This is an optimization exercise on Yosys and OpenROAD, whose aim is small area, not a production implementation. Only simulation tests tie the RTL to the original design; equivalence was not proved. No driver is modelled on the clock port, so clock power and skew are understated where the tree is cut down; a real chip needs a root buffer or a tree. Power and IR drop assume default switching activity.

<file path="flow/flow/run.sh">
#!/bin/bash
# Layout flow: the standard flow with smaller port buffers and clock buffers.
set -e
cp standard.sh standard_sh.txt
cp config.mk config_orig.txt
cat >> config.mk <<'EOC'
export BUFFER_PORTS_ARGS = -buffer_cell sky130_fd_sc_hd__buf_1
EOC
bash standard.sh finish > standard.log 2>&1
</file>
<file path="flow/standard.sh">
#!/bin/bash
# synth_recipe.tcl (not shown) runs the flow's synth.tcl, then flattens the netlist and writes it again
# the make line also repeats each setting of config.mk as NAME=value (left out here)
make -C /OpenROAD-flow-scripts/flow DESIGN_CONFIG=/design/flow/config.mk WORK_HOME=/design/flow/orfs CLKGATE_MAP_FILE= SYNTH_SCRIPT=/design/flow/synth_recipe.tcl "${@:-finish}"
</file>
<file path="flow/config.mk">
export PLATFORM = sky130hd
export DESIGN_NAME = uart_top
export DESIGN_NICKNAME = uart_top
export VERILOG_FILES = /design/flow/design.v
export SDC_FILE = /design/flow/constraint.sdc
export NUM_CORES = 4
export LEC_CHECK = 0
export CAP_MARGIN = 20
export CORE_MARGIN = 2
export CORE_UTILIZATION = 40
export SLEW_MARGIN = 20
export BUFFER_PORTS_ARGS = -buffer_cell sky130_fd_sc_hd__buf_1
</file>
<file path="flow/constraint.sdc">
create_clock -name core_clock -period 20.0 [get_ports {clk}]
set_input_delay 4.0000 -clock core_clock [delete_from_list [all_inputs] [get_ports {clk}]]
set_output_delay 4.0000 -clock core_clock [all_outputs]
set_load 0.01 [all_outputs]
</file>
<file path="flow/design.v">
module baud_controller (reset, clk, baud_select, sample_ENABLE);
input reset, clk;
input [2:0] baud_select;
output sample_ENABLE;
reg  [13:0] baud_load;
reg  [13:0] bx;
reg         sample_ENABLE;
  localparam [13:0] BAUD_TERM = 14'b01100101110001;
  always @(*)
    case (baud_select)
      3'd0: baud_load = 14'b10001011011110;   
      3'd1: baud_load = 14'b11100010010001;   
      3'd2: baud_load = 14'b10001010011110;   
      3'd3: baud_load = 14'b11111100011111;   
      3'd4: baud_load = 14'b10011010010001;   
      3'd5: baud_load = 14'b11110111110000;   
      3'd6: baud_load = 14'b10011100110101;   
      3'd7: baud_load = 14'b11110010110111;   
      default: baud_load = 14'b0;
    endcase
wire baud_term = (bx == BAUD_TERM);
always @(posedge clk)
  if (reset || baud_term) bx <= baud_load;
  else                    bx <= {bx[12:0], bx[13] ^ bx[0]};
always @(posedge clk or posedge reset)
  if (reset) sample_ENABLE <= 1'b0;
  else       sample_ENABLE <= baud_term;
endmodule
module uart_top (reset, clk, baud_select, Tx_EN, Tx_WR, Tx_DATA, TxD, Tx_BUSY,
                 Rx_EN, RxD, Rx_DATA, Rx_FERROR, Rx_PERROR, Rx_VALID);
input reset, clk;
input [2:0] baud_select;
input Tx_EN;
input Tx_WR;
input [7:0] Tx_DATA;
output TxD;
output Tx_BUSY;
input Rx_EN;
input RxD;
output [7:0] Rx_DATA;
output Rx_FERROR;
output Rx_PERROR;
output Rx_VALID;
wire tick;
baud_controller u_tick (.reset(reset), .clk(clk), .baud_select(baud_select), .sample_ENABLE(tick));
localparam [3:0] T_D0 = 4'd0, T_D7 = 4'd7, T_PAR = 4'd8, T_STOP = 4'd9,
                 T_IDLE = 4'd12, T_OFF = 4'd14, T_START = 4'd15;
reg [3:0] ts;           
reg [3:0] tc;           
reg       t_adv;        
reg       TxD, Tx_BUSY;
always @(posedge clk) begin
  tc    <= Tx_BUSY ? tc + {3'b000, tick} : 4'd0;
  t_adv <= Tx_BUSY & tick & (tc == 4'd15);
end
always @(posedge clk or posedge reset)
  if (reset) ts <= T_OFF;
  else case (ts)
    T_OFF:   if (Tx_EN) ts <= T_IDLE;
    T_IDLE:  if (Tx_WR) ts <= T_START;
    T_STOP:  if (t_adv) ts <= Tx_EN ? T_IDLE : T_OFF;
    default: if (t_adv) ts <= ts + 4'd1;
  endcase
always @(posedge clk) begin
  Tx_BUSY <= !(ts == T_OFF || ts == T_IDLE);
  if (!ts[3])              TxD <= Tx_DATA[ts[2:0]];
  else if (ts == T_START)  TxD <= 1'b0;
  else if (ts == T_PAR)    TxD <= ^Tx_DATA;
  else                     TxD <= 1'b1;
end
localparam [3:0] R_PAR = 4'd0, R_FRM = 4'd1, R_DONE = 4'd2, R_OFF = 4'd4,
                 R_WAIT = 4'd5, R_SF = 4'd6, R_START = 4'd7;    
reg [3:0] rs;           
reg [3:0] rc;           
reg       r_adv;        
reg       rf;           
reg [7:0] DATA;
reg       Rx_FERROR, Rx_PERROR, Rx_VALID;
wire r_clr  = (rs == R_OFF) || (rs == R_WAIT) || (rs == R_SF);
wire r_data = rs[3];
wire s4     = tick && rc[1:0] == 2'b00 && rc[3:2] != 2'b00;    
wire s8     = tick && rc == 4'd8;
wire s14    = tick && rc[3:1] == 3'b111;                       
assign Rx_DATA = DATA;
always @(posedge clk) begin
  rc    <= r_clr ? 4'd0 : rc + {3'b000, tick};
  r_adv <= tick & (rc == 4'd15);
  if (r_data && s8) DATA <= {RxD, DATA[7:1]};
  case (rs)
    R_WAIT:  rf <= 1'b1;
    R_START: if (s4) rf <= rf & ~RxD;
    R_PAR:   if (r_adv) rf <= 1'b1;
    R_FRM:   if (s4) rf <= rf & RxD;
    default: if (r_data && s8) rf <= rf ^ RxD;
  endcase
end
always @(posedge clk or posedge reset)
  if (reset) rs <= R_OFF;
  else case (rs)
    R_OFF:   if (Rx_EN) rs <= R_WAIT;
    R_WAIT:  if (!RxD) rs <= R_SF;
    R_SF:    rs <= R_START;
    R_PAR:   if (r_adv) rs <= (!Rx_FERROR && RxD == rf) ? R_WAIT : R_FRM;
    R_FRM:   if (r_adv) rs <= Rx_FERROR ? R_WAIT : R_DONE;
    R_DONE:  rs <= Rx_EN ? R_WAIT : R_OFF;
    default: if (r_adv) rs <= rs + 4'd1;
  endcase
always @(posedge clk or posedge reset)
  if (reset) begin
    Rx_FERROR <= 1'b0;
    Rx_PERROR <= 1'b0;
    Rx_VALID  <= 1'b0;
  end else begin
    Rx_VALID <= (rs == R_DONE);
    case (rs)
      R_START: if (s14) Rx_FERROR <= ~rf;
      R_FRM:   if (s14) Rx_FERROR <= Rx_FERROR | ~rf;
      R_OFF, R_WAIT, R_DONE: Rx_FERROR <= 1'b0;
      default: ;
    endcase
    if (rs == R_PAR && !Rx_FERROR) begin
      if (s8) Rx_PERROR <= (RxD == rf);
    end else
      Rx_PERROR <= 1'b0;
  end
endmodule
</file>
==> results.py, run 1 <==
metrics = {
    "clocking": {
        "clk_pin_slew_ns": 0.08,
        "cts_tree": "done",
        "cts-root-buf": "clkbuf_8",
        "clkSinkCount": 47,
        "cts.repair.resized": 0,
        "cts_setup_buffers": 0,
        "cts_hold_buf": 0,
        "insertion_delay_ns": 0.29,
        "numCtsBuffers": 5,
        "cts.path.max_buffers": 2,
        "cts_max_level": 2,
    },
    "timing": {
        "rsz0062_at_grt": "false",
        "worstMarginPinSlew_ns": 0.602,
        "layout_setup_ws_ns": 15.02,
        "relSlewSlack_pct": 59.8,
        "final.setup.tns_ns": 0,
        "setup_viol_count_final": 0,
        "clock.fmax_ghz": 0.201,
        "post-route-period-util_pct": 24.9,
        "hold_viol_final": 0,
        "drv_slew": 0,
        "fin_crit_ns": 4.98,
        "fin_skew_ns": 0.00355,
    },
    "global_route": {
        "grt_start_max_net_pins": 23,
        "grt_util_all_layers_pct": 13.7,
        "grt_pass1_vias": 1800,
        "antenna_found_initial": 0,
        "grt_pass1_wl_mm": 8.07,
        "grt-ovfl-total": 0,
    },
    "layout": {
        "stdcell_count": 356,
        "fin_nets": 315,
        "final_area_sq_um": 2840,
        "drive_above_1_share_pct": 9.32,
        "antenna_cells_inserted": 0,
        "area_growth_pct": 9.42,
    },
    "route": {
        "dr_wl_met2_mm": 2.17,
        "wl_met1_mm": 2.30,
        "firstDrtPassIters": 4,
        "vias": 1914,
        "avgViaCountPerCell": 5.38,
        "drc": 0,
        "topRoutingLayerUsed": "met4",
        "routed_wl_mm": 4.71,
        "dr_wl_met3_um": 208,
        "drt_iter0_markers": 148,
        "wire_per_inst_um": 13.2,
        "antenna_left": 0,
    },
    "synth": {
        "avgSynthCellArea_sq_um": 10.3,
        "ys_ff_latch": 47,
        "seq_area_frac_synth_pct": 42.3,
        "synth_warnings": 2,
        "synthSimpleGateAreaFrac_pct": 15.6,
        "synth_compound_area_share_pct": 16.1,
        "yosysUniqueCellTypes": 62,
        "synth_edf_count": 9,
        "async_flop_share_pct": 25.5,
        "synthXorXnorAreaFrac_pct": 4.39,
        "syn_area_sq_um": 2590,
        "muxShareOfSynthArea_pct": 7.92,
        "syn-num-nets": 288,
        "synthCells": 251,
        "synth_fa_ha_area_share_pct": 9.66,
        "synth_top_family_by_area": "compound AO/OA/AOI/OAI gates",
        "ys.flop_type": "dfxtp_1",
    },
    "placed_design": {
        "placedCellCount": 348,
        "dp_slack_ns": 14.73,
        "hpwlAfterDp_mm": 3.51,
        "gp_congestion": 0.836,
        "placed_cell_area_sq_um": 2760,
        "io_buffers": 29,
    },
    "setup_path": {
        "worst_ep_required_time_ns": 16.00,
        "reg2reg_slack_ns": 17.86,
        "cp-end-kind": "output port",
        "cp_cell_sequence": "buf_1",
        "worstPathMaxFanout": 7,
        "path_buf_inv": 1,
        "start_kind": "flop",
        "cpMaxStageDelayCell": "dfrtp_1",
        "path_class": "flop to output port",
        "cp_data_arrival_time_ns": 0.98,
        "critPathMaxStageDelay_ns": 0.50,
        "crit_family": "flip-flops",
    },
    "power": {
        "pwr-share-seq_pct": 60.5,
        "swShare_pct": 22.5,
        "power_frac_comb_pct": 7.6,
        "vdd_drop_max_mv": 0.0348,
        "power_frac_clock_pct": 31.9,
        "power_density_nw_per_um2": 59.1,
        "leakage_uw": 0.00116,
        "p_sw_uw": 37.8,
        "p_int_uw": 130,
    },
    "min_path": {
        "hold_class": "flop to flop",
    },
    "flow_run": {
        "max_cap_viol_count": 0,
    },
    "floorplanning": {
        "die_w_um": 84.5,
        "fp.dieArea_sq_um": 7140,
        "initial_core_util_pct": 41.0,
        "row_count": 29,
        "pin_count": 30,
        "core_sq_um": 6310,
        "die_y_um": 84.5,
    },
    "run_status": {
        "outcome": "finished clean",
    },
}
[cells in the final DEF (no fill, tap or decap), drive strengths merged, types with 4 or more instances in the layout]
cell type  instances
nand2b             9
dfstp              4
dfxtp             26
nor2b              5
buf               30
xnor2             10
a21oi              6
dfrtp              8
and2               6
inv               15
clkbuf             6
o21ai             14
mux2               5
o22ai              4
edfxtp             9
nand2             17
nor3               7
a211oi             5
mux2i             10
ha                20
nor2              10
[path summary, 6_finish.rpt]
check	startpoint	endpoint	cells after the start
setup / recovery	Rx_FERROR$_DFFE_PP0P_	Rx_FERROR	1
hold / removal	u_tick.bx[3]$_DFF_P_	u_tick.bx[4]$_SDFF_PN1_	1
setup reg to reg	rs[1]$_DFFE_PP0P_	rs[0]$_DFFE_PP0P_	6
hold reg to reg	u_tick.bx[3]$_DFF_P_	u_tick.bx[4]$_SDFF_PN1_	1
max in group asynchronous	reset	Rx_PERROR$_DFFE_PP0P_	2
min in group asynchronous	reset	rs[1]$_DFFE_PP0P_	2
[metal layers]
layer / track usage (%) / up-vias
li1: - / 962
met1: 18.2 / 907
met2: 22.3 / 41
met3: 3.15 / 4
met4: 3.90 / 0
met5: 0 / -
[synth_stat cells, types with 3 or more instances]
cell,number,area share (%)
clkbuf_1,4,0.58
a211oi_1,3,0.87
o21ai_0,13,2.5
xnor2_1,10,3.4
a31oi_1,3,0.72
buf_2,3,0.58
nand2b_1,9,2.2
mux2i_1,10,3.9
nor2_1,10,1.4
o22ai_1,4,0.97
edfxtp_1,9,10
ha_1,20,9.7
inv_1,15,2.2
and2_1,6,1.4
dfrtp_1,8,7.7
a21oi_1,6,1.2
nand3_1,3,0.58
or2_2,3,0.72
nand2_1,17,2.5
dfxtp_1,26,20
nor2b_1,4,0.97
nor3_1,7,1.4
xor2_1,3,1.0
mux2_2,4,1.7
dfstp_2,4,4.1
[power by group through the flow]
stage	sequential [uW]	clock (uW)	combinational, uW
6_report	101	53.5	12.7
5_1_grt	102	59.2	14.6
4_1_cts	101	55.7	12.8
3_5_place_dp	104	0	12.8
3_3_place_gp	104	0	12.6
2_1_floorplan	103	0	9.13
[area by class of cell]
type	count	area, sq um
Inverter	15	56.3
Clock inverter	2	7.51
Multi-Input combinational cell	179	1390
Sequential cell	47	1100
Timing Repair Buffer	30	116
Fill cell	619	3480
Tap cell	77	96.3
Clock buffer	6	72.6
[per-stage QoR]
step	util (%)	total power (uW)	hold WS (ns)
3_5_place_dp	43.6	116	0.436
6_report	44.9	168	0.445
2_1_floorplan	-	112	0.409
3_3_place_gp	43.6	116	0.417
5_1_grt	44.9	176	0.464
4_1_cts	44.9	170	0.450
[flip-flops by register name (all words and copies together) (netlist names)]
signal and count:
rs 4, tc 4, Tx_BUSY 1, TxD 1, u_tick.sample_ENABLE 1, rf 1
Rx_VALID 1, DATA 8, Rx_FERROR 1, Rx_PERROR 1, r_adv 1, ts 4
rc 4, t_adv 1, u_tick.bx 14
[worst reg2reg max path, delay by kind of cell, from the launching register on]
family | cells | cell delay, ns
compound gates | 3 | 0.74
fa+ha+maj | 1 | 0.44
flops | 1 | 0.40
mux | 1 | 0.30
buf+inv | 1 | 0.14
[cell families (layout without fill, tap and decap cells)]
family / count (synthesis) / in the layout
AO/OA/AOI/OAI: 57 / 57
XOR/XNOR: 13 / 13
adder cells (fa/ha/maj): 20 / 20
buffers and inverters: 25 / 53
flip-flops: 47 / 47
multiplexers: 17 / 17
AND/OR/NAND/NOR: 72 / 72
==> run 2: changes to the inputs <==
==> flow/run.sh (new file) <==
#!/bin/bash
# synth_recipe.tcl (not shown) runs the flow's synth.tcl, then flattens the netlist and writes it again
# the make line also repeats each setting of config.mk as NAME=value (left out here)
make -C /OpenROAD-flow-scripts/flow DESIGN_CONFIG=/design/flow/config.mk WORK_HOME=/design/flow/orfs CLKGATE_MAP_FILE= SYNTH_SCRIPT=/design/flow/synth_recipe.tcl finish
--- a/flow/config.mk
+++ b/flow/config.mk
@@ -9,4 +9,3 @@
 export CORE_MARGIN = 2
 export CORE_UTILIZATION = 40
 export SLEW_MARGIN = 20
-export BUFFER_PORTS_ARGS = -buffer_cell sky130_fd_sc_hd__buf_1
removed: flow/flow/run.sh
removed: flow/standard.sh
==> run 2 against run 1 <==
Maximum frequency decreased by 7.6%. Largest power group unchanged. Combinational power increased by 17%. Design area increased by 6.5%. Count of clock-buffer cells in the layout decreased by 1.
==> results.py, run 2 <==
metrics = {
    "layout": {
        "fill_cells": 617,
        "fin_nets": 315,
        "drive_above_1_share_pct": 9.68,
        "top_regs": "u_tick.bx: 14 flops, DATA: 8 flops",
        "final_common_cell": "clkdlybuf4s50_1",
        "final_area_sq_um": 3020,
        "antenna_cells_inserted": 0,
        "area_growth_pct": 16.6,
        "regMostFlops": "u_tick.bx",
        "largest_reg_flops": 14,
        "final_cell_mix": "clkdlybuf4s50_1, dfxtp_1, ha_1",
    },
    "timing": {
        "worstMarginPinSlew_ns": 0.573,
        "post-route-period-util_pct": 26.9,
        "setup_viol_count_final": 0,
        "drv_slew": 0,
        "hold_viol_final": 0,
        "relSlewSlack_pct": 61.8,
        "fin_crit_ns": 5.39,
        "clock.fmax_ghz": 0.186,
        "worst_hold_slack_ns": 0.451,
        "fin_skew_ns": 0.00512,
        "rsz0062_at_grt": "false",
        "final.setup.tns_ns": 0,
    },
    "floorplanning": {
        "die_y_um": 84.5,
        "row_count": 29,
        "initial_core_util_pct": 41.0,
        "die_w_um": 84.5,
        "core_sq_um": 6310,
        "pin_count": 30,
        "fp.dieArea_sq_um": 7140,
    },
    "route": {
        "drc": 0,
        "antenna_left": 0,
        "drt_iter0_markers": 111,
        "vias": 1903,
        "avgViaCountPerCell": 5.35,
        "routed_wl_mm": 4.70,
        "firstDrtPassIters": 4,
        "wire_per_inst_um": 13.2,
    },
    "synth": {
        "syn_area_sq_um": 2590,
        "seq_area_frac_synth_pct": 42.3,
        "ys.flop_type": "dfxtp_1",
        "post-synth-top-area-cell": "dfxtp_1",
        "synthCells": 251,
        "synth_common_cells": "dfxtp_1, ha_1, nand2_1",
        "synth_top_area_share_pct": 20.1,
        "syn-num-nets": 288,
        "synth_area_leaders": "dfxtp_1, edfxtp_1, ha_1, dfrtp_1, dfstp_2",
        "yosysUniqueCellTypes": 62,
        "avgSynthCellArea_sq_um": 10.3,
        "async_flop_share_pct": 25.5,
        "ys_ff_latch": 47,
        "synth_edf_count": 9,
        "synth_warnings": 2,
        "synth.most_common_cell": "dfxtp_1",
    },
    "placed_design": {
        "io_buffers": 29,
        "placed_cell_area_sq_um": 2940,
        "gp_congestion": 0.824,
        "hpwlAfterDp_mm": 3.53,
    },
    "clocking": {
        "clkSinkCount": 47,
        "cts.path.max_buffers": 2,
        "cts-root-buf": "clkbuf_8",
        "cts_max_level": 2,
        "cts.repair.resized": 0,
        "cts_tree": "done",
        "numCtsBuffers": 5,
        "cts_setup_buffers": 0,
        "cts_hold_buf": 0,
        "clk_pin_slew_ns": 0.08,
        "insertion_delay_ns": 0.29,
    },
    "run_status": {
        "outcome": "finished clean",
    },
    "setup_path": {
        "cp_data_arrival_time_ns": 1.39,
        "reg2reg_slack_ns": 17.79,
        "r2r-start": "rs[1]$_DFFE_PP0P_",
        "reg2regPathDepth": 6,
        "worstPathMaxFanout": 7,
        "path_buf_inv": 1,
        "worst_ep_required_time_ns": 16.00,
        "cpMaxStageDelayCell": "clkdlybuf4s50_1",
        "r2r_end": "rs[0]$_DFFE_PP0P_",
        "cp-end-kind": "output port",
        "start_kind": "flop",
        "cp_cell_sequence": "clkdlybuf4s50_1",
        "path_class": "flop to output port",
        "critPathMaxStageDelay_ns": 0.59,
        "crit_family": "buffers and inverters",
        "path_depth": 1,
    },
    "min_path": {
        "hold_path_end": "u_tick.bx[4]$_SDFF_PN1_",
        "hold_class": "flop to flop",
        "whs_path_depth": 1,
        "min_from": "u_tick.bx[3]$_DFF_P_",
    },
    "global_route": {
        "antenna_found_initial": 0,
        "grt_util_all_layers_pct": 13.8,
        "grt_pass1_wl_mm": 8.11,
        "grt_start_max_net_pins": 23,
        "grt-ovfl-total": 0,
        "grt_pass1_vias": 1778,
    },
    "power": {
        "leakage_uw": 0.00123,
        "power_density_nw_per_um2": 56.4,
        "vdd_drop_max_mv": 0.0334,
    },
    "flow_run": {
        "max_cap_viol_count": 0,
    },
}
## run 2: routing by layer
metal	up-vias	track usage, %	share of wire (%)
met3	5	3.05	4.8
met1	888	19.2	49
li1	961	-	-
met5	-	0	0
met2	49	21.6	45
met4	0	3.75	0.72
## run 2: worst max path at each step
stage | to | slack [ns] | from
floorplan | TxD$_DFF_P_ | 14.98 | Tx_DATA[3]
global placement | rs[0]$_DFFE_PP0P_ | 14.38 | RxD
detailed placement | rs[0]$_DFFE_PP0P_ | 14.36 | RxD
CTS | Rx_FERROR | 14.60 | Rx_FERROR$_DFFE_PP0P_
global route | Rx_FERROR | 14.57 | Rx_FERROR$_DFFE_PP0P_
finish | Rx_FERROR | 14.61 | Rx_FERROR$_DFFE_PP0P_
## run 2: per-stage QoR
step                power (uW)  worst slack [ns]  cells  util [%]
finish                     170             14.61    356      47.8
global route               179             14.57    356      47.8
CTS                        173             14.60    356      47.8
detailed placement         119             14.36    348      46.5
global placement           118             14.38    348      46.5
floorplan                  112             14.98    251         -
## run 2: area by class of cell
| cell class | count | area [sq um] | area share, % |
|---|---|---|---|
| Timing Repair Buffer | 30 | 298 | 9.86 |
| Multi-Input combinational cell | 179 | 1390 | 46.0 |
| Inverter | 15 | 56.3 | 1.86 |
| Sequential cell | 47 | 1100 | 36.3 |
| Clock inverter | 3 | 15.0 | 0.497 |
| Clock buffer | 5 | 68.8 | 2.28 |
| Tap cell | 77 | 96.3 | 3.19 |
## run 2: logic make-up (layout without fill, tap and decap cells)
logic type,after synthesis,count (layout),synth area share [%]
flip-flops,47,47,42.3
adder cells (fa/ha/maj),20,20,9.66
multiplexers,17,17,7.92
XOR/XNOR,13,13,4.39
AO/OA/AOI/OAI,57,57,16.1
AND/OR/NAND/NOR,72,72,15.6
buffers and inverters,25,53,4.06
## run 2: power by group
part	internal (uW)	leakage [uW]	switching, uW	total (uW)
combinational	8.41	0.000761	6.34	14.8
clock	23.8	0.0000392	30.1	53.8
sequential	99.7	0.000434	1.91	102
==> run 3: changes to the inputs <==
==> flow/flow/run.sh (new file) <==
#!/bin/bash
# Layout flow: the standard flow (standard.sh) with three changes:
#  - port buffers are sky130_fd_sc_hd__buf_1 instead of the default choice,
#  - after synthesis every cell is swapped to the smallest drive strength of
#    the same function (the later repair steps size up where timing needs it),
#  - clock tree built from small clock buffers, without dummy loads.
# Each tool's output goes to a log file in this folder.
set -euo pipefail
cp config.mk config_my.mk
cat >> config.mk <<'EOC'
export BUFFER_PORTS_ARGS = -buffer_cell sky130_fd_sc_hd__buf_1
export CTS_ARGS = -sink_clustering_enable -repair_clock_nets -dont_use_dummy_load -buf_list "sky130_fd_sc_hd__clkbuf_2 sky130_fd_sc_hd__clkbuf_4 sky130_fd_sc_hd__clkbuf_8" -root_buf sky130_fd_sc_hd__clkbuf_8
EOC
bash standard.sh synth > synth.log 2>&1
R=orfs/results/sky130hd/uart_top/base
openroad -no_init -exit -threads 4 flow/downsize.tcl > downsize.log 2>&1
bash standard.sh finish > finish.log 2>&1
==> flow/flow/downsize.tcl (new file) <==
# Swap every cell of the synthesized netlist to the smallest-area cell with the
# same function and pins (e.g. sky130_fd_sc_hd__mux2_4 -> sky130_fd_sc_hd__mux2_1).
set plat $::env(FLOW_HOME)/platforms/sky130hd
read_liberty $plat/lib/sky130_fd_sc_hd__tt_025C_1v80.lib
set res orfs/results/sky130hd/uart_top/base
read_db $res/1_synth.odb
set block [ord::get_db_block]
set db [ord::get_db]
# smallest master per base name
array set best {}
foreach lib [$db getLibs] {
  foreach m [$lib getMasters] {
    set n [$m getName]
    if {[regexp {^(sky130_fd_sc_hd__[a-z0-9]+)_([0-9]+)$} $n -> base sz]} {
      set a [expr {[$m getWidth] * [$m getHeight]}]
      if {![info exists best($base)] || $a < [lindex $best($base) 1] ||
          ($a == [lindex $best($base) 1] && $sz > [lindex $best($base) 2])} {
        set best($base) [list $n $a $sz]
      }
    }
  }
}
set n 0
foreach inst [$block getInsts] {
  set m [[$inst getMaster] getName]
  if {[regexp {^(sky130_fd_sc_hd__[a-z0-9]+)_([0-9]+)$} $m -> base sz]} {
    set b [lindex $best($base) 0]
    if {$b ne $m} {
      puts "swap [$inst getName] $m -> $b"
      replace_cell [$inst getName] $b
      incr n
    }
  }
}
puts "swapped $n cells"
write_db $res/1_synth.odb
==> flow/standard.sh (new file) <==
#!/bin/bash
# synth_recipe.tcl (not shown) runs the flow's synth.tcl, then flattens the netlist and writes it again
# the make line also repeats each setting of config.mk as NAME=value (left out here)
make -C /OpenROAD-flow-scripts/flow DESIGN_CONFIG=/design/flow/config.mk WORK_HOME=/design/flow/orfs CLKGATE_MAP_FILE= SYNTH_SCRIPT=/design/flow/synth_recipe.tcl "${@:-finish}"
--- a/flow/config.mk
+++ b/flow/config.mk
@@ -9,3 +9,5 @@
 export CORE_MARGIN = 2
 export CORE_UTILIZATION = 40
 export SLEW_MARGIN = 20
+export BUFFER_PORTS_ARGS = -buffer_cell sky130_fd_sc_hd__buf_1
+export CTS_ARGS = -sink_clustering_enable -repair_clock_nets -dont_use_dummy_load -buf_list "sky130_fd_sc_hd__clkbuf_2 sky130_fd_sc_hd__clkbuf_4 sky130_fd_sc_hd__clkbuf_8" -root_buf sky130_fd_sc_hd__clkbuf_8
removed: flow/run.sh
==> run 3 against run 2 <==
Final cell count fell by 0.84%. Sequential share of layout area rose by 3.0 points. Combinational power fell by 12%. Die area fell by 1.7%. Count of clock-buffer cells in the layout did not move. Routed wire length fell by 0.85%. Clock power fell by 6.5%.
==> results.py, run 3 <==
metrics = {
    "timing": {
        "clock.fmax_ghz": 0.189,
        "fin_crit_ns": 5.29,
        "relSlewSlack_pct": 34.0,
        "hold_viol_final": 0,
        "final.setup.tns_ns": 0,
        "layout_setup_ws_ns": 14.71,
        "worstMarginPinSlew_ns": 0.978,
        "drv_slew": 0,
        "setup_viol_count_final": 0,
        "fin_skew_ns": 0.0164,
        "post-route-period-util_pct": 26.4,
        "worst_hold_slack_ns": 0.434,
        "rsz0062_at_grt": "false",
    },
    "power": {
        "power_density_nw_per_um2": 59.1,
        "vdd_drop_max_mv": 0.0320,
        "leakage_uw": 0.00111,
    },
    "placed_design": {
        "dp_slack_ns": 14.37,
        "hpwlAfterDp_mm": 3.50,
        "placedCellCount": 348,
        "io_buffers": 29,
        "gp_congestion": 0.866,
    },
    "setup_path": {
        "path_depth": 4,
        "reg2regPathDepth": 6,
        "critPathMaxStageDelay_ns": 0.75,
        "crit_path_start": "reset",
        "path_class": "input port to flop",
        "cpMaxStageDelayCell": "a41oi_1",
        "r2r-start": "rs[1]$_DFFE_PP0P_",
        "cp_cell_sequence": "buf_1 > a41oi_1 > buf_4 > mux2_2",
        "start_kind": "input port",
        "worst_ep_required_time_ns": 20.19,
        "worstPathMaxFanout": 14,
        "reg2reg_slack_ns": 17.84,
        "r2r_end": "rs[0]$_DFFE_PP0P_",
        "cp_data_arrival_time_ns": 5.48,
        "cp-end-kind": "flop",
        "path_buf_inv": 2,
        "crit_family": "compound AO/OA/AOI/OAI gates",
    },
    "layout": {
        "drive_above_1_share_pct": 13.0,
        "fill_cells": 618,
        "top_regs": "u_tick.bx: 14 flops, DATA: 8 flops",
        "final_cell_mix": "buf_1, dfxtp_1, ha_1",
        "fin_nets": 315,
        "stdcell_count": 353,
        "final_common_cell": "buf_1",
        "regMostFlops": "u_tick.bx",
        "largest_reg_flops": 14,
        "fin_util_pct": 44.7,
        "antenna_cells_inserted": 0,
        "area_growth_pct": 9.59,
    },
    "clocking": {
        "cts_setup_buffers": 0,
        "cts_hold_buf": 0,
        "cts_max_level": 2,
        "cts.path.max_buffers": 2,
        "insertion_delay_ns": 0.30,
        "cts-root-buf": "clkbuf_8",
        "numCtsBuffers": 5,
        "cts_tree": "done",
        "cts.repair.resized": 0,
        "clkSinkCount": 47,
        "clk_pin_slew_ns": 0.09,
    },
    "floorplanning": {
        "core_sq_um": 6240,
        "fp.dieArea_sq_um": 7010,
        "die_w_um": 83.7,
        "die_y_um": 83.7,
        "initial_core_util_pct": 40.8,
        "row_count": 29,
        "pin_count": 30,
    },
    "run_status": {
        "outcome": "finished clean",
    },
    "route": {
        "antenna_left": 0,
        "vias": 1886,
        "drt_iter0_markers": 74,
        "drc": 0,
        "avgViaCountPerCell": 5.34,
        "firstDrtPassIters": 4,
        "routed_wl_mm": 4.66,
        "wire_per_inst_um": 13.2,
    },
    "synth": {
        "avgSynthCellArea_sq_um": 10.1,
        "syn-num-nets": 288,
        "synth_warnings": 2,
        "syn_area_sq_um": 2540,
        "synthCells": 251,
    },
    "flow_run": {
        "max_cap_viol_count": 0,
    },
    "min_path": {
        "min_from": "u_tick.bx[9]$_DFF_P_",
        "whs_path_depth": 2,
        "hold_class": "flop to flop",
        "hold_path_end": "u_tick.bx[10]$_DFF_P_",
    },
    "global_route": {
        "grt_util_all_layers_pct": 14.4,
        "grt-ovfl-total": 0,
        "grt_start_max_net_pins": 19,
        "grt_pass1_wl_mm": 8.29,
        "grt_pass1_vias": 1818,
        "antenna_found_initial": 0,
    },
}
## run 3: routing by layer
layer / global-route usage (%) / vias up / routed length, um
met5: 0 / - / 0
met4: 4.40 / 0 / 29
met3: 4.15 / 2 / 207
met2: 22.7 / 36 / 2180
met1: 19.2 / 889 / 2250
li1: - / 959 / -
## run 3: worst reg2reg max path: stages (launching register included)
cell,delay (ns)
dfrtp_1,0.41
inv_2,0.11
ha_1,0.40
o21ai_1,0.19
a211oi_1,0.46
o21ai_1,0.19
mux2_2,0.30
## run 3: through the flow
step | power (uW) | cell area [sq um]
4_1_cts | 168 | 2790
6_report | 165 | 2790
2_1_floorplan | 113 | 2540
5_1_grt | 174 | 2790
3_3_place_gp | 117 | 2720
3_5_place_dp | 117 | 2720
## run 3: worst max-delay path by stage
stage                                end  slack, ns
floorplan              rs[0]$_DFFE_PP0P_      14.94
detailed placement  u_tick.bx[2]$_DFF_P_      14.37
finish              u_tick.bx[2]$_DFF_P_      14.71
global route        u_tick.bx[2]$_DFF_P_      14.56
CTS                 u_tick.bx[2]$_DFF_P_      14.71
global placement    u_tick.bx[2]$_DFF_P_      14.38
## run 3: cell type report
type	count	area (sq um)	area share, %
inverter	15	56.3	2.02
timing repair buffer	30	116	4.17
clock buffer	5	68.8	2.47
sequential	47	1100	39.3
multi-input combinational	179	1350	48.6
tap	77	96.3	3.46
## run 3: power breakdown
| group | internal, uW | total, uW | switching, uW |
|---|---|---|---|
| Combinational | 6.40 | 13.0 | 6.61 |
| Clock | 22.6 | 50.3 | 27.7 |
| Sequential | 99.8 | 101 | 1.72 |
| Total | 129 | 165 | 36.0 |
==> run 4: changes to the inputs <==
==> flow/design.v (replaced) <==
module baud_controller (reset, clk, baud_select, sample_ENABLE);
input reset, clk;
input [2:0] baud_select;
output sample_ENABLE;
reg  [13:0] bq;            
wire [13:0] bx = bq ^ INV_MASK;
wire [13:0] term_val;      
localparam [13:0] INV_MASK  = 14'b10101010101010;
localparam [13:0] START     = 14'b11111111111111;    
localparam [13:0] RESTART   = 14'b11111111111110;    
localparam [13:0] TERM_MASK = 14'b11101011111111;
assign term_val[13] = (~baud_select[2] & ~baud_select[1]) | (baud_select[1] & baud_select[0]);
assign term_val[12] = (~baud_select[2] & baud_select[0]) | (baud_select[2] & baud_select[1] & ~baud_select[0]);
assign term_val[11] = (~baud_select[2] & baud_select[1] & baud_select[0]) | (baud_select[2] & ~baud_select[1]);
assign term_val[10] = (~baud_select[2] & ~baud_select[1] & baud_select[0]);
assign term_val[9] = (~baud_select[2] & baud_select[0]) | (~baud_select[1] & ~baud_select[0]);
assign term_val[8] = (~baud_select[2] & ~baud_select[1]) | (~baud_select[2] & ~baud_select[0]);
assign term_val[7] = (~baud_select[2] & baud_select[0]);
assign term_val[6] = (~baud_select[1] & ~baud_select[0]);
assign term_val[5] = (~baud_select[2] & baud_select[1] & ~baud_select[0]) | (baud_select[2] & ~baud_select[1] & ~baud_select[0]);
assign term_val[4] = (~baud_select[2] & baud_select[1] & baud_select[0]) | (~baud_select[1] & ~baud_select[0]);
assign term_val[3] = (~baud_select[2] & ~baud_select[1]) | (~baud_select[2] & ~baud_select[0]) | (~baud_select[1] & ~baud_select[0]);
assign term_val[2] = (baud_select[2] & ~baud_select[1] & baud_select[0]);
assign term_val[1] = (~baud_select[1] & baud_select[0]) | (baud_select[1] & ~baud_select[0]);
assign term_val[0] = (~baud_select[2] & baud_select[0]) | (baud_select[1]);
assign sample_ENABLE = ((bx ^ term_val) & TERM_MASK) == 14'd0;
always @(posedge clk)
  if (reset)              bq <= START ^ INV_MASK;
  else if (sample_ENABLE) bq <= RESTART ^ INV_MASK;
  else                    bq <= {bx[12:0], bx[13] ^ bx[12]} ^ INV_MASK;
endmodule
module uart_top (reset, clk, baud_select, Tx_EN, Tx_WR, Tx_DATA, TxD, Tx_BUSY,
                 Rx_EN, RxD, Rx_DATA, Rx_FERROR, Rx_PERROR, Rx_VALID);
input reset, clk;
input [2:0] baud_select;
input Tx_EN;
input Tx_WR;
input [7:0] Tx_DATA;
output TxD;
output Tx_BUSY;
input Rx_EN;
input RxD;
output [7:0] Rx_DATA;
output Rx_FERROR;
output Rx_PERROR;
output Rx_VALID;
wire tick;
baud_controller u_tick (.reset(reset), .clk(clk), .baud_select(baud_select), .sample_ENABLE(tick));
localparam [3:0] T_PAR = 4'd8, T_STOP = 4'd9, T_OFF = 4'd13, T_IDLE = 4'd14, T_START = 4'd15;
reg [3:0] ts;           
reg [3:0] tc;           
reg       t_adv;        
reg       TxD, Tx_BUSY;
always @(posedge clk) begin
  tc    <= Tx_BUSY ? tc + {3'b000, tick} : 4'd0;
  t_adv <= Tx_BUSY & tick & (tc == 4'd15);
end
wire t_off  = (ts == T_OFF);
wire t_idle = (ts == T_IDLE);
wire t_ld   = (ts == T_STOP) & t_adv;
wire t_inc  = (t_off & Tx_EN) | (t_idle & Tx_WR) | (!t_off & !t_idle & t_adv);
always @(posedge clk or posedge reset)
  if (reset)      ts <= T_OFF;
  else if (t_ld)  ts <= Tx_EN ? T_IDLE : T_OFF;
  else if (t_inc) ts <= ts + 4'd1;
always @(posedge clk) begin
  Tx_BUSY <= !(t_off | t_idle);
  if (!ts[3])              TxD <= Tx_DATA[ts[2:0]];
  else if (ts == T_START)  TxD <= 1'b0;
  else if (ts == T_PAR)    TxD <= ^Tx_DATA;
  else                     TxD <= 1'b1;
end
localparam [3:0] R_PAR = 4'd0, R_FRM = 4'd1, R_DONE = 4'd2, R_OFF = 4'd4,
                 R_WAIT = 4'd5, R_SF = 4'd6, R_START = 4'd7;
reg [3:0] rs;           
reg [3:0] rc;           
reg       r_adv;        
reg       rf;           
reg [7:0] DATA;
reg       Rx_FERROR, Rx_PERROR, Rx_VALID;
wire r_off   = (rs == R_OFF);
wire r_wait  = (rs == R_WAIT);
wire r_sf    = (rs == R_SF);
wire r_start = (rs == R_START);
wire r_par   = (rs == R_PAR);
wire r_frm   = (rs == R_FRM);
wire r_done  = (rs == R_DONE);
wire r_data  = rs[3];
wire r_frame = r_data | r_start | r_par | r_frm;      
wire s4      = tick && rc[1:0] == 2'b00 && rc[3:2] != 2'b00;    
wire s8      = tick && rc == 4'd8;
wire s14     = tick && rc[3:1] == 3'b111;                       
wire p_fail  = !Rx_FERROR && RxD == rf;                         
assign Rx_DATA = DATA;
always @(posedge clk) begin
  rc    <= r_frame ? rc + {3'b000, tick} : 4'd0;
  r_adv <= tick & (rc == 4'd15);
  if (r_data && s8) DATA <= {RxD, DATA[7:1]};
  if (!r_frame || (r_par && r_adv))  rf <= 1'b1;
  else if ((r_start || r_frm) && s4) rf <= rf & (RxD == r_frm);
  else if (r_data && s8)             rf <= rf ^ RxD;
end
wire r_ld  = r_done | (r_adv & ((r_par & p_fail) | (r_frm & Rx_FERROR)));
wire r_inc = (r_off & Rx_EN) | (r_wait & !RxD) | r_sf | (r_frame & r_adv);
always @(posedge clk or posedge reset)
  if (reset)      rs <= R_OFF;
  else if (r_ld)  rs <= (r_done && !Rx_EN) ? R_OFF : R_WAIT;
  else if (r_inc) rs <= rs + 4'd1;
always @(posedge clk or posedge reset)
  if (reset) begin
    Rx_FERROR <= 1'b0;
    Rx_PERROR <= 1'b0;
    Rx_VALID  <= 1'b0;
  end else begin
    Rx_VALID  <= r_done;
    Rx_FERROR <= r_frame & (Rx_FERROR | ((r_start | r_frm) & s14 & ~rf));
    Rx_PERROR <= r_par & !Rx_FERROR & (s8 ? (RxD == rf) : Rx_PERROR);
  end
endmodule
==> run 4 against run 3 <==
Global-route usage down 1.7 points. Sequential cell count down 1. Count of clock-buffer cells in the layout stayed put. Final cell count down 8.2%. Clock skew decreased by 0.0018 ns. Still clean on timing, DRC and antenna. Critical path depth increased by 4. Sequential share of layout area is 2.7 points higher.
==> results.py, run 4 <==
metrics = {
    "synth": {
        "synth_warnings": 2,
        "avgSynthCellArea_sq_um": 10.1,
        "syn_area_sq_um": 2290,
        "synthCells": 226,
        "syn-num-nets": 256,
    },
    "route": {
        "vias": 1627,
        "drt_iter0_markers": 32,
        "antenna_left": 0,
        "wire_per_inst_um": 11.9,
        "avgViaCountPerCell": 5.02,
        "firstDrtPassIters": 4,
        "drc": 0,
        "routed_wl_mm": 3.85,
    },
    "setup_path": {
        "worst_ep_required_time_ns": 19.94,
        "reg2regPathDepth": 5,
        "start_kind": "input port",
        "cp_cell_sequence": "buf_1 > inv_2 > ha_1 > xor2_1 > nand2_1 > nor4_1 > nand4_1 > nor2_1",
        "cp_data_arrival_time_ns": 6.21,
        "path_buf_inv": 2,
        "cp-end-kind": "flop",
        "path_class": "input port to flop",
        "cpMaxStageDelayCell": "nor2_1",
        "path_depth": 8,
        "crit_family": "simple AND/OR/NAND/NOR gates",
        "worstPathMaxFanout": 13,
        "critPathMaxStageDelay_ns": 0.61,
    },
    "clocking": {
        "clk_pin_slew_ns": 0.09,
        "insertion_delay_ns": 0.30,
        "cts.repair.resized": 0,
        "cts_setup_buffers": 0,
        "cts-root-buf": "clkbuf_8",
        "cts.path.max_buffers": 2,
        "numCtsBuffers": 5,
        "cts_hold_buf": 0,
        "cts_max_level": 2,
        "clkSinkCount": 46,
        "cts_tree": "done",
    },
    "floorplanning": {
        "die_y_um": 79.6,
        "initial_core_util_pct": 41.5,
        "die_w_um": 79.6,
        "core_sq_um": 5510,
        "row_count": 27,
        "fp.dieArea_sq_um": 6340,
        "pin_count": 30,
    },
    "layout": {
        "top_regs": "u_tick.bq: 14 flops, DATA: 8 flops",
        "drive_above_1_share_pct": 11.9,
        "antenna_cells_inserted": 0,
        "area_growth_pct": 10.4,
        "largest_reg_flops": 14,
        "final_common_cell": "buf_1",
        "fill_cells": 558,
        "regMostFlops": "u_tick.bq",
        "final_cell_mix": "buf_1, dfxtp_1, xnor2_1",
        "fin_nets": 284,
    },
    "global_route": {
        "antenna_found_initial": 0,
        "grt_util_all_layers_pct": 12.7,
        "grt_pass1_vias": 1493,
        "grt_start_max_net_pins": 16,
        "grt-ovfl-total": 0,
        "grt_pass1_wl_mm": 6.34,
    },
    "power": {
        "p_sw_uw": 34.2,
        "pwr-share-seq_pct": 60.9,
        "leakage_uw": 0.000973,
        "power_frac_clock_pct": 31.3,
        "vdd_drop_max_mv": 0.0241,
        "power_frac_comb_pct": 7.8,
        "p_total_uw": 158,
        "power_density_nw_per_um2": 62.6,
        "p_int_uw": 124,
        "swShare_pct": 21.7,
    },
    "flow_run": {
        "max_cap_viol_count": 0,
    },
    "placed_design": {
        "gp_congestion": 0.832,
        "hpwlAfterDp_mm": 2.90,
        "io_buffers": 29,
    },
    "timing": {
        "relSlewSlack_pct": 60.1,
        "rsz0062_at_grt": "false",
        "post-route-period-util_pct": 31.3,
        "worstMarginPinSlew_ns": 0.596,
        "clock.fmax_ghz": 0.160,
        "final.setup.tns_ns": 0,
        "fin_skew_ns": 0.0146,
        "setup_viol_count_final": 0,
        "fin_crit_ns": 6.27,
        "drv_slew": 0,
        "hold_viol_final": 0,
    },
    "min_path": {
        "whs_path_depth": 1,
        "hold_class": "flop to flop",
    },
    "run_status": {
        "outcome": "finished clean",
    },
}
## run 4: cell type report
cell class                      count  area, sq um  share of cell area (%)
Sequential cell                    46         1060                    42.0
Inverter                           15         56.3                    2.23
Clock buffer                        5         68.8                    2.73
Tap cell                           72         90.1                    3.57
Multi-Input combinational cell    157         1140                    45.1
Timing Repair Buffer               29          109                    4.31
## run 4: layer usage
metal  routed length, um  up-vias  share of wire (%)  GRT usage [%]
met5                   0        -                  0              0
met4                  51        0                1.3           3.79
met3                 155        6                4.0           4.41
met2                1730       34                 45           20.4
met1                1920      747                 50           16.2
li1                    -      840                  -              -
## run 4: through the flow
step,instances,hold WS [ns],setup WS [ns],util [%],instance area [sq um]
2_1_floorplan,226,0.368,13.86,-,2290
3_3_place_gp,319,0.370,13.45,44.6,2460
3_5_place_dp,319,0.377,13.38,44.6,2460
4_1_cts,324,0.384,13.72,45.9,2520
5_1_grt,324,0.401,13.50,45.9,2520
6_report,324,0.380,13.73,45.9,2520
## run 4: final timing paths
kind | startpoint | to | slack [ns]
max in group asynchronous | reset | rs[2]$_DFFE_PP1P_ | 16.10
worst min-delay path | u_tick.bq[7]$_SDFF_PP0_ | u_tick.bq[8]$_SDFF_PP1_ | 0.38
worst max register to register | u_tick.bq[12]$_SDFF_PP1_ | DATA[2]$_DFFE_PP_ | 17.44
min in group asynchronous | reset | Rx_FERROR$_DFF_PP0_ | 3.61
worst max-delay path | baud_select[1] | DATA[2]$_DFFE_PP_ | 13.73
worst min register to register | u_tick.bq[7]$_SDFF_PP0_ | u_tick.bq[8]$_SDFF_PP1_ | 0.38
## run 4: worst register-to-register path, stage by stage, from the launching register on
cell and delay (ns):
dfxtp_1 0.37, or3b_2 0.45, o311a_1 0.13, nor4_1 0.25
nand4_1 0.39, nor2_1 0.62
## run 4: power by group through the flow
stage,Combinational (uW),Sequential [uW],Clock [uW]
2_1_floorplan,9.34,98.1,0
6_report,12.3,96.2,49.5
3_5_place_dp,12.5,98.3,0
4_1_cts,12.6,96.2,52.2
3_3_place_gp,12.3,98.3,0
5_1_grt,13.9,96.4,57.2
==> run 5: changes to the inputs <==
==> flow/flow/run.sh (replaced) <==
#!/bin/bash
# Layout flow: the standard flow (standard.sh) with these changes:
#  - after the standard synthesis, the combinational logic is re-mapped for
#    area by yosys/ABC (flow/resynth.sh); every flip-flop instance of the
#    standard synthesis is kept as it is (same name, same cell);
#  - every cell is then swapped to the smallest cell of the same function
#    (flow/downsize.tcl); the later repair steps size up where timing needs;
#  - port buffers are sky130_fd_sc_hd__buf_1;
#  - the clock tree is built from clkbuf_8 without dummy loads.
# Each tool's output goes to a log file in this folder.
set -euo pipefail
cp config.mk config_my.mk
cat >> config.mk <<'EOC'
export BUFFER_PORTS_ARGS = -buffer_cell sky130_fd_sc_hd__buf_1
export CTS_ARGS = -sink_clustering_enable -repair_clock_nets -dont_use_dummy_load -buf_list {sky130_fd_sc_hd__clkbuf_8} -root_buf sky130_fd_sc_hd__clkbuf_8
EOC
R=orfs/results/sky130hd/uart_top/base
bash standard.sh synth > synth_standard.log 2>&1
cp $R/1_2_yosys.v synth_standard.v
mkdir -p resynth
bash flow/resynth.sh synth_standard.v synth_resynth.v resynth > resynth.log 2>&1
cp synth_resynth.v $R/1_2_yosys.v
rm -f $R/1_synth.odb $R/1_synth.sdc
bash standard.sh synth > synth_odb.log 2>&1
openroad -no_init -exit flow/downsize.tcl > downsize.log 2>&1
bash standard.sh finish > finish.log 2>&1
==> flow/flow/cellmodels.py (new file) <==
# Write Verilog models of the platform's combinational standard cells (from the
# liberty "function" of each output pin), so that yosys can flatten them into logic.
# usage: cellmodels.py LIB OUT.v CELL...   (only the listed cells that are combinational)
import re, sys
lib, out, want = sys.argv[1], sys.argv[2], set(sys.argv[3:])
txt = open(lib).read()
def groups(s, kind):
    # yield (name, body) of top-level "kind (name) { body }" groups in s
    for m in re.finditer(r'\b' + kind + r'\s*\(\s*"?([\w\[\]]+)"?\s*\)\s*\{', s):
        i, depth = m.end(), 1
        while depth:
            c = s[i]
            depth += (c == '{') - (c == '}')
            i += 1
        yield m.group(1), s[m.end():i - 1], m.start()
def conv(f):
    f = f.replace('!', '~').replace('+', '|').replace('*', '&')
    f = re.sub(r"(\w+)'", r'~\1', f)
    return f
mods = []
for name, body, _ in groups(txt, 'cell'):
    if name not in want:
        continue
    if re.search(r'\b(ff|latch|statetable)\s*\(', body):
        continue
    ins, outs = [], []
    ok = True
    for pn, pb, _ in groups(body, 'pin'):
        d = re.search(r'direction\s*:\s*"?(\w+)"?', pb).group(1)
        if d == 'input':
            ins.append(pn)
        elif d == 'output':
            f = re.search(r'\bfunction\s*:\s*"([^"]*)"', pb)
            if not f or 'three_state' in pb:
                ok = False
                break
            outs.append((pn, conv(f.group(1))))
    if not ok or not outs:
        continue
    ports = ins + [o for o, _ in outs]
    m = [f"module {name} ({', '.join(ports)});"]
    m += [f"  input {p};" for p in ins]
    m += [f"  output {o};" for o, _ in outs]
    m += [f"  assign {o} = {e};" for o, e in outs]
    m.append("endmodule")
    mods.append('\n'.join(m))
open(out, 'w').write('\n'.join(mods) + '\n')
print(f"{len(mods)} combinational cell models")
==> flow/flow/deep.abc (new file) <==
strash
&get -n
&st
&deepsyn -T 60
&put
dch -f
map -a
topo
dnsize
==> flow/flow/resynth.sh (new file) <==
#!/bin/bash
# resynth.sh IN.v OUT.v WORKDIR : re-map the combinational logic of a synthesized
# netlist for area; flip-flop instances are kept exactly as they are.
set -euo pipefail
IN=$1; OUT=$2; W=$3
HERE=$(cd "$(dirname "$0")" && pwd)
FLOW_HOME=${FLOW_HOME:-/OpenROAD-flow-scripts/flow}
YOSYS=$FLOW_HOME/../tools/install/yosys/bin/yosys
LIB=$FLOW_HOME/platforms/sky130hd/lib/sky130_fd_sc_hd__tt_025C_1v80.lib
DU=$(python3 - "$FLOW_HOME" <<'PY'
import re,sys
s=open(sys.argv[1]+'/platforms/sky130hd/config.mk').read()
m=re.search(r'DONT_USE_CELLS \+= \\\n(.*?)\n#',s,re.S)
print(' '.join('-dont_use '+c for c in re.findall(r'sky130\w+',m.group(1))))
PY
)
python3 $HERE/cellmodels.py $LIB $W/cellmodels.v $(grep -o "sky130_fd_sc_hd__[a-z0-9_]*" $IN | sort -u)
cat > $W/resynth.ys <<EOY
read_liberty -lib $LIB
read_verilog -overwrite $W/cellmodels.v
read_verilog $IN
hierarchy -check -top uart_top
flatten
simplemap
opt_clean -purge
abc -script $HERE/deep.abc -liberty $LIB $DU -D 20000
read_liberty -lib -ignore_redef $LIB
hierarchy -check -top uart_top
opt_clean -purge
hilomap -singleton -hicell sky130_fd_sc_hd__conb_1 HI -locell sky130_fd_sc_hd__conb_1 LO
insbuf -buf sky130_fd_sc_hd__buf_4 A X
splitnets
opt_clean -purge
stat -liberty $LIB
check -assert -mapped
write_verilog -noattr -nohex -nodec $OUT
EOY
$YOSYS -s $W/resynth.ys
==> flow/config.mk (replaced) <==
export PLATFORM = sky130hd
export DESIGN_NAME = uart_top
export DESIGN_NICKNAME = uart_top
export VERILOG_FILES = /design/flow/design.v
export SDC_FILE = /design/flow/constraint.sdc
export NUM_CORES = 4
export LEC_CHECK = 0
export CAP_MARGIN = 20
export CORE_MARGIN = 2
export CORE_UTILIZATION = 40
export SLEW_MARGIN = 20
export BUFFER_PORTS_ARGS = -buffer_cell sky130_fd_sc_hd__buf_1
export CTS_ARGS = -sink_clustering_enable -repair_clock_nets -dont_use_dummy_load -buf_list {sky130_fd_sc_hd__clkbuf_8} -root_buf sky130_fd_sc_hd__clkbuf_8
==> run 5 against run 4 <==
Still clean on timing, DRC and antenna. Sequential cell count is the same. Register-to-register slack gained 0.08 ns. Count of clock-buffer cells in the layout is the same. Final cell count grew 13%. Core utilization grew 0.30 points. First-iteration DRC count grew 59%. Sequential power shrank 0.4%.
==> results.py, run 5 <==
metrics = {
    "run_status": {
        "outcome": "finished clean",
    },
    "setup_path": {
        "path_buf_inv": 2,
        "cpMaxStageDelayCell": "nor2_1",
        "r2r-start": "u_tick.bq[12]$_SDFF_PP1_",
        "cp_cell_sequence": "buf_1 > clkinv_1 > nor2_1 > nor2_1 > nor2_1 > nand2_1 > nand3_1 > a21boi_1 > nand3_1 > nor4_1 > nand2_1 > nor2_1 > nand2_1 > o21ai_1 > o21ai_1",
        "r2r_end": "rf$_SDFFE_PP1P_",
        "path_depth": 15,
        "crit_family": "simple AND/OR/NAND/NOR gates",
        "reg2reg_slack_ns": 17.52,
        "worst_ep_required_time_ns": 20.17,
        "cp_data_arrival_time_ns": 6.41,
        "crit_top_cell": "nor2_1",
        "worstPathMaxFanout": 9,
        "critPathMaxStageDelay_ns": 0.54,
        "cp-end-kind": "flop",
        "path_class": "input port to flop",
        "crit_path_start": "baud_select[1]",
        "start_kind": "input port",
        "reg2regPathDepth": 12,
        "setup.worst_path.end": "rf$_SDFFE_PP1P_",
    },
    "route": {
        "drt_iter0_markers": 51,
        "wl_met1_mm": 1.92,
        "wire_per_inst_um": 10.5,
        "topRoutingLayerUsed": "met4",
        "drc": 0,
        "antenna_left": 0,
        "dr_wl_met3_um": 150,
        "avgViaCountPerCell": 4.89,
        "routed_wl_mm": 3.85,
        "vias": 1793,
        "firstDrtPassIters": 4,
        "dr_wl_met2_mm": 1.73,
    },
    "layout": {
        "area_growth_pct": 12.8,
        "antenna_cells_inserted": 0,
        "fin_util_pct": 46.2,
        "drive_above_1_share_pct": 3.37,
        "fill_cells": 525,
        "final_area_sq_um": 2340,
        "final_cell_mix": "nor2_1, nand2_1, clkinv_1",
        "fin_nets": 316,
        "top_regs": "u_tick.bq: 14 flops, DATA: 8 flops",
        "regMostFlops": "u_tick.bq",
        "largest_reg_flops": 14,
    },
    "clocking": {
        "cts_hold_buf": 0,
        "insertion_delay_ns": 0.29,
        "clkSinkCount": 46,
        "cts.path.max_buffers": 2,
        "cts.repair.resized": 0,
        "cts-root-buf": "clkbuf_8",
        "clk_pin_slew_ns": 0.08,
        "cts_setup_buffers": 0,
        "cts_max_level": 2,
        "numCtsBuffers": 5,
        "cts_tree": "done",
    },
    "floorplanning": {
        "row_count": 26,
        "core_sq_um": 5070,
        "die_w_um": 76.1,
        "die_y_um": 76.1,
        "pin_count": 30,
        "initial_core_util_pct": 40.9,
        "fp.dieArea_sq_um": 5790,
    },
    "placed_design": {
        "io_buffers": 29,
        "placed_cell_area_sq_um": 2270,
        "hpwlAfterDp_mm": 3.07,
        "dp_slack_ns": 13.43,
        "gp_congestion": 0.821,
    },
    "power": {
        "p_total_uw": 153,
        "power_density_nw_per_um2": 65.3,
        "leakage_uw": 0.000821,
        "vdd_drop_max_mv": 0.0524,
    },
    "global_route": {
        "grt_util_all_layers_pct": 14.4,
        "grt_pass1_wl_mm": 6.92,
        "grt-ovfl-total": 0,
        "grt_pass1_vias": 1595,
        "grt_start_max_net_pins": 16,
        "antenna_found_initial": 0,
    },
    "timing": {
        "post-route-period-util_pct": 31.2,
        "final.setup.tns_ns": 0,
        "drv_slew": 0,
        "clock.fmax_ghz": 0.160,
        "rsz0062_at_grt": "false",
        "hold_viol_final": 0,
        "worstMarginPinSlew_ns": 0.664,
        "setup_viol_count_final": 0,
        "relSlewSlack_pct": 55.6,
        "fin_skew_ns": 0.0181,
        "fin_crit_ns": 6.24,
        "layout_setup_ws_ns": 13.76,
    },
    "flow_run": {
        "max_cap_viol_count": 0,
    },
    "min_path": {
        "hold_class": "flop to flop",
        "whs_path_depth": 1,
    },
    "synth": {
        "avgSynthCellArea_sq_um": 7.90,
        "synthCells": 263,
        "syn_area_sq_um": 2080,
        "syn-num-nets": 280,
        "synth_warnings": 2,
    },
}
==> run 5: routing by layer <==
layer  global-route usage [%]  vias up
met5                        0        -
met4                     4.91        0
met3                     3.44        5
met2                     23.1       31
met1                     19.2      807
li1                         -      950
==> run 5: area by class of cell <==
cell class / count / area [sq um] / share of cell area (%)
clock buffer: 5 / 68.8 / 2.94
timing repair buffer: 29 / 109 / 4.65
sequential: 46 / 1060 / 45.3
multi-input combinational: 177 / 866 / 37.0
inverter: 40 / 150 / 6.41
tap: 70 / 87.6 / 3.74
==> run 5: worst min-delay path by stage <==
stage / from / end
4_1_cts: u_tick.bq[10]$_SDFF_PP1_ / u_tick.bq[11]$_SDFF_PP0_
6_report: u_tick.bq[10]$_SDFF_PP1_ / u_tick.bq[11]$_SDFF_PP0_
3_3_place_gp: u_tick.bq[10]$_SDFF_PP1_ / u_tick.bq[11]$_SDFF_PP0_
2_1_floorplan: u_tick.bq[10]$_SDFF_PP1_ / u_tick.bq[11]$_SDFF_PP0_
5_1_grt: u_tick.bq[10]$_SDFF_PP1_ / u_tick.bq[11]$_SDFF_PP0_
3_5_place_dp: u_tick.bq[8]$_SDFF_PP1_ / u_tick.bq[9]$_SDFF_PP0_
==> run 5: per-stage QoR <==
step | cells | hold slack, ns
2_1_floorplan | 263 | 0.368
3_3_place_gp | 362 | 0.370
3_5_place_dp | 362 | 0.373
4_1_cts | 367 | 0.388
5_1_grt | 367 | 0.390
6_report | 367 | 0.385
==> run 5: report_power, final <==
part           internal (uW)  total (uW)  switching [uW]
registers               95.1        95.8           0.714
clock network           22.5        47.8            25.3
logic                   3.60        9.40            5.80
total                    121         153            31.8
==> run 6: changes to the inputs <==
--- a/flow/flow/run.sh
+++ b/flow/flow/run.sh
@@ -6,7 +6,9 @@
 #  - every cell is then swapped to the smallest cell of the same function
 #    (flow/downsize.tcl); the later repair steps size up where timing needs;
 #  - port buffers are sky130_fd_sc_hd__buf_1;
-#  - the clock tree is built from clkbuf_8 without dummy loads.
+#  - the clock tree is built from clkbuf_8 without dummy loads; when its root
+#    buffer only drives four clock buffers, the root is removed and the clock
+#    port drives those four buffers (flow/cts_trim.tcl).
 # Each tool's output goes to a log file in this folder.
 set -euo pipefail
 cp config.mk config_my.mk
@@ -23,4 +25,6 @@
 rm -f $R/1_synth.odb $R/1_synth.sdc
 bash standard.sh synth > synth_odb.log 2>&1
 openroad -no_init -exit flow/downsize.tcl > downsize.log 2>&1
+bash standard.sh cts > cts.log 2>&1
+ODB=$R/4_cts.odb openroad -no_init -exit flow/cts_trim.tcl > cts_trim.log 2>&1
 bash standard.sh finish > finish.log 2>&1
==> flow/flow/cts_trim.tcl (new file) <==
read_db $::env(ODB)
set block [ord::get_db_block]
set clknet ""
foreach bt [$block getBTerms] {
  if {[$bt getName] eq "clk"} { set clknet [$bt getNet] }
}
set iterms [$clknet getITerms]
if {[llength $iterms] != 1} {
  puts "clock port drives [llength $iterms] pins; nothing to do"
  exit
}
set root [[lindex $iterms 0] getInst]
set rootm [[$root getMaster] getName]
if {![string match "sky130_fd_sc_hd__clkbuf_*" $rootm]} { puts "root is $rootm; nothing to do"; exit }
set out [[$root findITerm X] getNet]
set loads {}
foreach it [$out getITerms] {
  if {[$it getInst] ne $root} { lappend loads $it }
}
set ok [expr {[llength $loads] <= 4}]
foreach it $loads {
  if {![string match "sky130_fd_sc_hd__clkbuf_*" [[[$it getInst] getMaster] getName]]} { set ok 0 }
}
if {!$ok} { puts "root drives [llength $loads] pins, not all clock buffers; nothing to do"; exit }
foreach it $loads { $it disconnect; $it connect $clknet }
[$root findITerm A] disconnect
[$root findITerm X] disconnect
odb::dbInst_destroy $root
odb::dbNet_destroy $out
puts "removed root clock buffer [$root getName] ($rootm); clock port now drives [llength $loads] clock buffers"
write_db $::env(ODB)
==> flow/flow/resynth.sh (replaced) <==
#!/bin/bash
# resynth.sh IN.v OUT.v WORKDIR : re-map the combinational logic of a synthesized
# netlist for area with yosys/ABC; every flip-flop instance is kept as it is.
# Several ABC scripts (deepsyn seeds x area mappers) run in parallel; the
# smallest result is kept.
set -euo pipefail
mkdir -p "$3"; IN=$(realpath -m "$1"); OUT=$(realpath -m "$2"); W=$(realpath -m "$3")
HERE=$(cd "$(dirname "$0")" && pwd)
FLOW_HOME=${FLOW_HOME:-/OpenROAD-flow-scripts/flow}
YOSYS=$FLOW_HOME/../tools/install/yosys/bin/yosys
LIB=$FLOW_HOME/platforms/sky130hd/lib/sky130_fd_sc_hd__tt_025C_1v80.lib
T=${RESYNTH_T:-45}
JOBS=${RESYNTH_JOBS:-4}
DU=$(python3 - "$FLOW_HOME" <<'PY'
import re,sys
s=open(sys.argv[1]+'/platforms/sky130hd/config.mk').read()
m=re.search(r'DONT_USE_CELLS \+= \\\n(.*?)\n#',s,re.S)
print(' '.join('-dont_use '+c for c in re.findall(r'sky130\w+',m.group(1))))
PY
)
mkdir -p $W
python3 $HERE/cellmodels.py $LIB $W/cellmodels.v $(grep -o "sky130_fd_sc_hd__[a-z0-9_]*" $IN | sort -u)
run_one() {  # $1 = job name, $2 = seed, $3 = mapper
  local J=$W/$1; mkdir -p $J
  { echo "strash"; echo "&get -n"; echo "&st"; echo "&deepsyn -S $2 -T $T"; echo "&put"
    case $3 in
      nf)   echo "&get -n"; echo "&dch"; echo "&nf -a -R 1000"; echo "&put" ;;
      amap) echo "dch -f"; echo "amap" ;;
      map)  echo "dch -f"; echo "map -a"; echo "topo"; echo "dnsize" ;;
    esac; } > $J/script.abc
  cat > $J/resynth.ys <<EOY
read_liberty -lib $LIB
read_verilog -overwrite $W/cellmodels.v
read_verilog $IN
hierarchy -check -top uart_top
flatten
simplemap
opt_clean -purge
abc -script $J/script.abc -liberty $LIB $DU -D 20000
read_liberty -lib -ignore_redef $LIB
hierarchy -check -top uart_top
opt_clean -purge
hilomap -singleton -hicell sky130_fd_sc_hd__conb_1 HI -locell sky130_fd_sc_hd__conb_1 LO
insbuf -buf sky130_fd_sc_hd__buf_4 A X
splitnets
opt_clean -purge
stat -liberty $LIB
check -assert -mapped
write_verilog -noattr -nohex -nodec $J/out.v
EOY
  if $YOSYS -s $J/resynth.ys > $J/yosys.log 2>&1; then
    grep -o "Chip area for module .*: [0-9.]*" $J/yosys.log | tail -1 | awk -v j=$1 '{print $NF, j}' > $J/area.txt
  fi
}
N=0
for seed in ${RESYNTH_SEEDS:-0 1 2 3 4 5 6 7}; do
  for mapper in nf amap; do
    run_one s${seed}_$mapper $seed $mapper &
    N=$((N+1))
    if (( N % JOBS == 0 )); then wait; fi
  done
done
wait
cat $W/*/area.txt | sort -n > $W/areas.txt
cat $W/areas.txt
BEST=$(head -1 $W/areas.txt | awk '{print $2}')
echo "best: $BEST"
cp $W/$BEST/out.v $OUT
removed: flow/flow/deep.abc
==> run 6 against run 5 <==
Critical path depth shrank 6. Count of clock-buffer cells in the layout down 1. Sequential cell count stayed put. Non-clock buffer count is 1 higher. Maximum frequency increased by 3.9%. First-iteration DRC count increased by 110%. Core utilization up 0.87 points. Combinational power is 0.9% lower. Die area fell by 5.1%. Largest power group unchanged. Highest routed layer unchanged.
==> results.py, run 6 <==
metrics = {
    "run_status": {
        "outcome": "finished clean",
    },
    "setup_path": {
        "cp_cell_sequence": "buf_1 > xnor2_1 > nand2_1 > nand2_1 > o211ai_1 > nor4_1 > buf_4 > and4b_1 > and2_1",
        "cp_data_arrival_time_ns": 5.81,
        "path_buf_inv": 2,
        "cpMaxStageDelayCell": "and2_1",
        "crit_family": "simple AND/OR/NAND/NOR gates",
        "start_kind": "input port",
        "path_class": "input port to flop",
        "critPathMaxStageDelay_ns": 0.36,
        "worstPathMaxFanout": 10,
        "worst_ep_required_time_ns": 19.80,
        "crit_top_cell": "nand2_1",
        "cp-end-kind": "flop",
    },
    "route": {
        "drt_iter0_markers": 109,
        "wire_per_inst_um": 12.5,
        "routed_wl_mm": 3.86,
        "vias": 1585,
        "firstDrtPassIters": 4,
        "avgViaCountPerCell": 5.11,
        "antenna_left": 0,
        "drc": 0,
    },
    "power": {
        "p_int_uw": 118,
        "pwr-share-seq_pct": 65.7,
        "p_sw_uw": 28.9,
        "power_frac_clock_pct": 28.0,
        "leakage_uw": 0.000769,
        "power_density_nw_per_um2": 65.9,
        "swShare_pct": 19.7,
        "power_frac_comb_pct": 6.4,
        "vdd_drop_max_mv": 0.0379,
    },
    "layout": {
        "fill_cells": 478,
        "seqCellArea_sq_um": 1060,
        "multi_input_area_sq_um": 863,
        "area_growth_pct": 13.0,
        "largest_reg_flops": 14,
        "fin_nets": 262,
        "final_cell_mix": "buf_1, dfxtp_1, nor2_1",
        "top_regs": "u_tick.bq: 14 flops, DATA: 8 flops",
        "regMostFlops": "u_tick.bq",
        "drive_above_1_share_pct": 4.12,
        "antenna_cells_inserted": 0,
        "final_common_cell": "buf_1",
    },
    "flow_run": {
        "max_cap_viol_count": 0,
    },
    "floorplanning": {
        "row_count": 25,
        "die_w_um": 74.1,
        "pin_count": 30,
        "fp.dieArea_sq_um": 5490,
        "initial_core_util_pct": 41.6,
        "core_sq_um": 4720,
        "die_y_um": 74.1,
    },
    "synth": {
        "syn_area_sq_um": 1970,
        "synthCells": 209,
        "syn-num-nets": 226,
        "synth_warnings": 2,
        "avgSynthCellArea_sq_um": 9.40,
    },
    "clocking": {
        "clk_pin_slew_ns": 0.07,
        "cts_hold_buf": 0,
        "cts.repair.resized": 0,
        "insertion_delay_ns": 0.15,
        "cts_setup_buffers": 0,
        "clkSinkCount": 46,
    },
    "timing": {
        "rsz0062_at_grt": "false",
        "layout_setup_ws_ns": 13.99,
        "relSlewSlack_pct": 62.7,
        "hold_viol_final": 0,
        "fin_crit_ns": 6.01,
        "final.setup.tns_ns": 0,
        "worstMarginPinSlew_ns": 0.556,
        "fin_skew_ns": 0.0131,
        "post-route-period-util_pct": 30.0,
        "setup_viol_count_final": 0,
        "clock.fmax_ghz": 0.166,
        "drv_slew": 0,
    },
    "global_route": {
        "antenna_found_initial": 0,
        "grt_util_all_layers_pct": 15.2,
        "grt_pass1_wl_mm": 6.47,
        "grt_start_max_net_pins": 15,
        "grt_pass1_vias": 1388,
        "grt-ovfl-total": 0,
    },
    "placed_design": {
        "io_buffers": 29,
        "dp_slack_ns": 13.81,
        "hpwlAfterDp_mm": 2.84,
        "gp_congestion": 0.864,
    },
    "min_path": {
        "hold_class": "flop to flop",
    },
}
==> run 6: routing by layer <==
metal | vias to the layer above | global-route usage (%) | share of wire [%]
met2 | 42 | 22.8 | 45
met5 | - | 0 | 0
met3 | 2 | 4.20 | 5.3
met1 | 719 | 21.8 | 49
met4 | 0 | 3.64 | 0.70
li1 | 822 | - | -
==> run 6: worst paths after layout <==
kind | end | cells past startpoint | startpoint | slack (ns)
min in group asynchronous | Rx_PERROR$_DFF_PP0_ | 2 | reset | 3.82
worst min-delay path | u_tick.bq[9]$_SDFF_PP0_ | 1 | u_tick.bq[8]$_SDFF_PP1_ | 0.38
worst min register to register | u_tick.bq[9]$_SDFF_PP0_ | 1 | u_tick.bq[8]$_SDFF_PP1_ | 0.38
max in group asynchronous | ts[0]$_DFFE_PP1P_ | 2 | reset | 15.87
worst max register to register | DATA[7]$_DFFE_PP_ | 9 | u_tick.bq[12]$_SDFF_PP1_ | 17.52
worst max-delay path | DATA[7]$_DFFE_PP_ | 9 | baud_select[0] | 13.99
==> run 6: worst register-to-register path: cells and delay by family (launching register included) <==
kind	cells	cell delay (ns)
AO/OA/AOI/OAI	2	0.29
AND/OR/NAND/NOR	5	1.01
buffers and inverters	2	0.39
flip-flops	1	0.46
==> run 6: cell type report <==
class                           count  share of cell area (%)
Sequential cell                    46                    47.8
Inverter                           11                    1.86
Tap cell                           67                    3.77
Clock buffer                        4                    2.48
Multi-Input combinational cell    152                    38.9
Timing Repair Buffer               30                    5.24
==> run 6: per-stage QoR <==
step	util [%]	total power, uW	hold WS [ns]	std cells	cell area, sq um
after CTS	47.3	157	0.388	311	2230
after global placement	45.9	107	0.369	306	2170
after global routing	47.0	152	0.397	310	2220
after floorplan	-	104	0.366	209	1970
final	47.0	146	0.383	310	2220
after detailed placement	45.9	108	0.380	306	2170
==> run 6: power groups by stage <==
stage               registers [uW]  clock network [uW]  logic (uW)
floorplan                     98.0                   0        6.11
global placement              98.2                   0        9.30
detailed placement            98.2                   0        9.37
CTS                           96.1                51.6        9.40
global route                  96.3                45.5        10.5
finish                        96.1                41.0        9.32

[port drivers added, routing unchanged]
The results above use ideal ports. As a check the final layouts listed here were re-extracted and re-timed, cells and wires unchanged. Step 1, drivers: a clkbuf_16 drives clk and a buf_2 each remaining input, both assumed. Step 2 also shifts input and output timing later by t, the mid clock arrival at the registers, as if the neighbouring blocks saw the same clock. Slacks: ideal / step 1 / step 2; pairs: ideal / step 1.
run	t (ns)	setup slack, ns
run 1	0.318	15.022 / 14.993 / 14.726
run 2	0.316	14.611 / 14.584 / 14.352
run 3	0.316	14.712 / 14.713 / 14.398
run 4	0.317	13.734 / 13.737 / 13.420
run 5	0.311	13.758 / 13.763 / 13.452
run 6	0.190	13.990 / 14.018 / 13.829
After both steps setup and hold are still met in every run listed.
